Background: an optimization exercise with open tools, aiming at small area and a short achievable clock period. Do not read the settings as production practice. Function was checked by simulation only, so behaviour that the tests miss may differ from the original. Power is estimated from default activity; no workload was simulated.

Setup of job 1032:
// pbl2_datapath
module pbl2_datapath(
	input wire        clk,
	input wire        rst,
	input wire [3:0]  rf_read_a,
	input wire [3:0]  rf_read_b,
	input wire [3:0]  rf_write_addr,
	input wire        rf_read_en,
	input wire        rf_write_en,
	input wire        wb_from_mem,
	input wire [31:0] mem_data,
	input wire [4:0]  opula,
	input wire        alu_src_imm,
	input wire [15:0] imm,
	input wire        alu_en,
	output reg [31:0] alu_result,
	output reg        flag_zero,
	output reg        flag_carry,
	output reg        flag_sign,
	output reg        flag_overflow,
	output reg        alu_ready,
	output reg [31:0] rf_out_a,
	output reg [31:0] rf_out_b
);
For scale: about 2800 cells after synthesis, ~610 flip-flops, about 0.033 mm2 of cells after synthesis.
clock: 6.0 ns
lec_check: 0
cap_margin: 20
core_margin: 2
core_utilization: 55
setup_slack_margin: 3
slew_margin: 20
synth_hierarchical: 1
synth_minimum_keep_size: 0
tns_end_percent: 0
run.sh (not shown) runs the stock make flow with config.mk's settings and CLKGATE_MAP_FILE= SYNTH_SCRIPT=/design/flow/synth_recipe.tcl, a recipe that flattens the netlist after the stock synthesis.
diff inputs: job 1032 => job 9790
# job 1032
export LEC_CHECK = 0
export CAP_MARGIN = 20
export CORE_MARGIN = 2
export CORE_UTILIZATION = 55
export SETUP_SLACK_MARGIN = 3
export SLEW_MARGIN = 20
export SYNTH_HIERARCHICAL = 1
export SYNTH_MINIMUM_KEEP_SIZE = 0
export TNS_END_PERCENT = 0
create_clock -name core_clock -period 6.0 [get_ports {clk}]
# job 9790
export LEC_CHECK = 0
export CAP_MARGIN = 20
export CORE_MARGIN = 2
export CORE_UTILIZATION = 40
export SETUP_SLACK_MARGIN = 3
export SLEW_MARGIN = 20
export SYNTH_HIERARCHICAL = 1
export SYNTH_MINIMUM_KEEP_SIZE = 0
export TNS_END_PERCENT = 0
create_clock -name core_clock -period 6.0 [get_ports {clk}]
Results
- What job 9790 reported for post-route met1 wirelength has to be multiplied by 0.863 to get the figure for job 1032.
- Combinational share of power (higher): job 9790
- Re global-route wire length before repair: job 1032 and job 9790 aren't equal, and the higher value belongs to job 9790.
- A worst-path cell with the longest stage delay of sky130_fd_sc_hd__nor2_4 is what job 1032 shows, while sky130_fd_sc_hd__nand3_2 belongs to job 9790.
- The proportion of cell area spent on the clock network on job 1032 is in line with that on job 9790.
- When job 9790 is measured against job 1032, its fraction of met2 tracks used by global routing turns out 16 points lower.
- Job 9790 against job 1032: critical path depth moved up; number of well taps moved up; compound-cell area share of the yosys netlist level.
For job 5909, these inputs were changed with respect to job 9790:
# job 9790
export LEC_CHECK = 0
export CAP_MARGIN = 20
export CORE_MARGIN = 2
export CORE_UTILIZATION = 40
export SETUP_SLACK_MARGIN = 3
export SLEW_MARGIN = 20
export SYNTH_HIERARCHICAL = 1
export SYNTH_MINIMUM_KEEP_SIZE = 0
export TNS_END_PERCENT = 0
create_clock -name core_clock -period 6.0 [get_ports {clk}]
# job 5909
export LEC_CHECK = 0
export CAP_MARGIN = 30
export CORE_MARGIN = 2
export CORE_UTILIZATION = 40
export CTS_CLUSTER_DIAMETER = 100
export CTS_CLUSTER_SIZE = 30
export SETUP_SLACK_MARGIN = 3
export SLEW_MARGIN = 30
export SYNTH_HIERARCHICAL = 1
export SYNTH_MINIMUM_KEEP_SIZE = 0
export TNS_END_PERCENT = 0
create_clock -name core_clock -period 6.0 [get_ports {clk}]
==> flow/flow/run.sh (new file) <==
#!/bin/bash
# The standard layout (standard.sh) with two changes to how the resizer
# works: the port buffers that buffer_ports inserts are plain buf_2 cells
# instead of its default choice (clkdlybuf4s50_1, a delay cell), and gate
# sizing may pick any cell of the same function (MATCH_CELL_FOOTPRINT=0)
# rather than only cells of the same footprint. Every port still gets its
# own buffer.
set -euo pipefail
bash standard.sh BUFFER_PORTS_ARGS="-buffer_cell sky130_fd_sc_hd__buf_2" MATCH_CELL_FOOTPRINT=0 finish > standard.log 2>&1
==> flow/standard.sh (new file) <==
#!/bin/bash
# synth_recipe.tcl (not shown) runs the flow's synth.tcl, then flattens the netlist and writes it again
# the make line also repeats each setting of config.mk as NAME=value (left out here)
make -C /OpenROAD-flow-scripts/flow DESIGN_CONFIG=/design/flow/config.mk WORK_HOME=/design/flow/orfs CLKGATE_MAP_FILE= SYNTH_SCRIPT=/design/flow/synth_recipe.tcl "${@:-finish}"
removed: flow/run.sh
==> results.txt <==
- Compared to job 9790, job 5909 has worst-path maximum fanout 13 lower.
- Routed length per placed instance: job 5909 and job 9790 compared, lower one is job 9790
- Job 5909 vs. job 9790: non-clock buffer count went down by 17%.
- Looking only at worst-case clock skew, and setting everything else aside, the higher value of job 5909 and job 9790 goes to job 5909.
- Comparing job 5909 and job 9790, global-route wire length before repair is lower on job 9790.
- The higher total power came out of job 9790.
- Going from job 9790 to job 5909, smallest hold slack grows by 15 ps.
- Going from job 9790 to job 5909, the total met2 wirelength after detailed routing was found to have gone down by 0.59%.
- Layout overhead on the synthesized area, job 5909 and job 9790: smaller value in job 5909

========
## the previous run
Another version of the RTL of pbl2_datapath (not shown whole).
Size in the first run: roughly 2900 cells after synthesis, about 170 I/O pins, about 34000 um^2 of cells after synthesis.
clock: 6.0 ns
lec_check: 0
cap_margin: 20
core_margin: 2
core_utilization: 40
setup_slack_margin: 3
slew_margin: 20
synth_hierarchical: 1
synth_minimum_keep_size: 0
tns_end_percent: 0
Stock flow here: none of the scripts above is used.
The previous run went all the way through the flow, and no timing, DRC or antenna check failed.
## Diff of input files: the current run against the previous run
Settings: an added CTS_CLUSTER_DIAMETER of 100; a change of SLEW_MARGIN from 20 to 30; an added CTS_CLUSTER_SIZE of 30; a change of CAP_MARGIN from 20 to 30.
==> flow/flow/run.sh (new file) <==
#!/bin/bash
# The standard layout (standard.sh), with the port buffers that
# buffer_ports inserts made plain buf_2 cells instead of its default choice
# (clkdlybuf4s50_1, a delay cell). Every port still gets its own buffer.
set -euo pipefail
bash standard.sh BUFFER_PORTS_ARGS="-buffer_cell sky130_fd_sc_hd__buf_2" finish > standard.log 2>&1
==> flow/standard.sh (new file) <==
#!/bin/bash
# synth_recipe.tcl (not shown) runs the flow's synth.tcl, then flattens the netlist and writes it again
# the make line also repeats each setting of config.mk as NAME=value (left out here)
make -C /OpenROAD-flow-scripts/flow DESIGN_CONFIG=/design/flow/config.mk WORK_HOME=/design/flow/orfs CLKGATE_MAP_FILE= SYNTH_SCRIPT=/design/flow/synth_recipe.tcl "${@:-finish}"
removed: flow/run.sh
Notes after the runs:
[the current run] number of global-route vias before repair rose about 0.75% relative to the previous run
Re depth of the critical timing path with buffers and inverters included: the previous run was higher than the current run.
Looking at final worst-path setup slack, the current run sits 42 ps above the previous run.
On global-route wire length before repair: between the previous run and the current run, it ends up lower for the previous run.
Delta (the current run minus the previous run): core utilization has decreased; count of vias placed by the detailed router has decreased.
The total power after layout in the current run sits 15% below the value recorded for the previous run.

========
RTL: one of the versions met above, not the one the previous note started from.
Size in the first run: roughly 2800 cells after synthesis, ~610 flip-flops, roughly 170 I/O pins.
Settings: LEC_CHECK=0, CAP_MARGIN=20, CORE_MARGIN=2, CORE_UTILIZATION=40, CTS_CLUSTER_DIAMETER=100, CTS_CLUSTER_SIZE=30, SETUP_SLACK_MARGIN=3, SLEW_MARGIN=20, SYNTH_HIERARCHICAL=1, SYNTH_MINIMUM_KEEP_SIZE=0, TNS_END_PERCENT=0; clock period 6.0 ns.
Stock flow here: none of the scripts above is used.
The starting point produced a clean layout.
Then changed:
==> flow/flow/run.sh (new file) <==
#!/bin/bash
# The standard layout (standard.sh), with the port buffers that
# buffer_ports inserts made plain buf_2 cells instead of its default choice
# (clkdlybuf4s50_1, a delay cell). Every port still gets its own buffer.
set -euo pipefail
bash standard.sh BUFFER_PORTS_ARGS="-buffer_cell sky130_fd_sc_hd__buf_2" finish > standard.log 2>&1
==> flow/standard.sh (new file) <==
#!/bin/bash
# synth_recipe.tcl (not shown) runs the flow's synth.tcl, then flattens the netlist and writes it again
# the make line also repeats each setting of config.mk as NAME=value (left out here)
make -C /OpenROAD-flow-scripts/flow DESIGN_CONFIG=/design/flow/config.mk WORK_HOME=/design/flow/orfs CLKGATE_MAP_FILE= SYNTH_SCRIPT=/design/flow/synth_recipe.tcl "${@:-finish}"
Settings changed: CAP_MARGIN 20 to 30, SLEW_MARGIN 20 to 30.
removed: flow/run.sh
The new run produced a clean layout. Total power is higher by 1.2%. Wire length is higher by 1.4%. Area after synthesis is unchanged. Setup slack gets better by 0.034 ns. Die area does not change. Via count stays flat. Synthesized cell count stays the same. Clock skew is higher by 0.055 ns.

-- port drivers added, routing unchanged --
How much do the figures lean on ideal ports? The routed layouts below were timed once more, with nothing changed but the port constraints.
Step 1 sets driving cells, clkbuf_16 on the clock port and buf_2 on the other inputs (assumed; they add their load-dependent delay and slew).
Step 2 also shifts input and output timing later by t, the mid clock arrival at the registers, as if the neighbouring blocks saw the same clock.
Three values: ideal ports, drivers, drivers and shift; two values: the first two.
run	shift t [ns]	slack for setup (ns)	worst hold slack (ns)
job 1032	0.708	2.367 / 2.400 / 1.693	0.556 / 0.556 / 0.556
job 9790	0.683	2.469 / 2.367 / 1.683	0.565 / 0.565 / 0.565
job 5909	0.712	2.235 / 2.151 / 1.439	0.581 / 0.581 / 0.581
the previous run	0.694	2.360 / 2.373 / 1.679	0.460 / 0.460 / 0.460
the current run	0.731	2.402 / 2.405 / 1.674	0.497 / 0.497 / 0.497
the first run of note 3	0.718	2.481 / 2.314 / 1.596	0.584 / 0.584 / 0.584
the second run of note 3	0.738	2.514 / 2.390 / 1.652	0.585 / 0.585 / 0.585
After both steps every run listed still meets setup and hold. For the first run of note 3, which loses most, drivers alone change the setup slack by -0.167 ns; drivers and shift together by -0.885 ns.
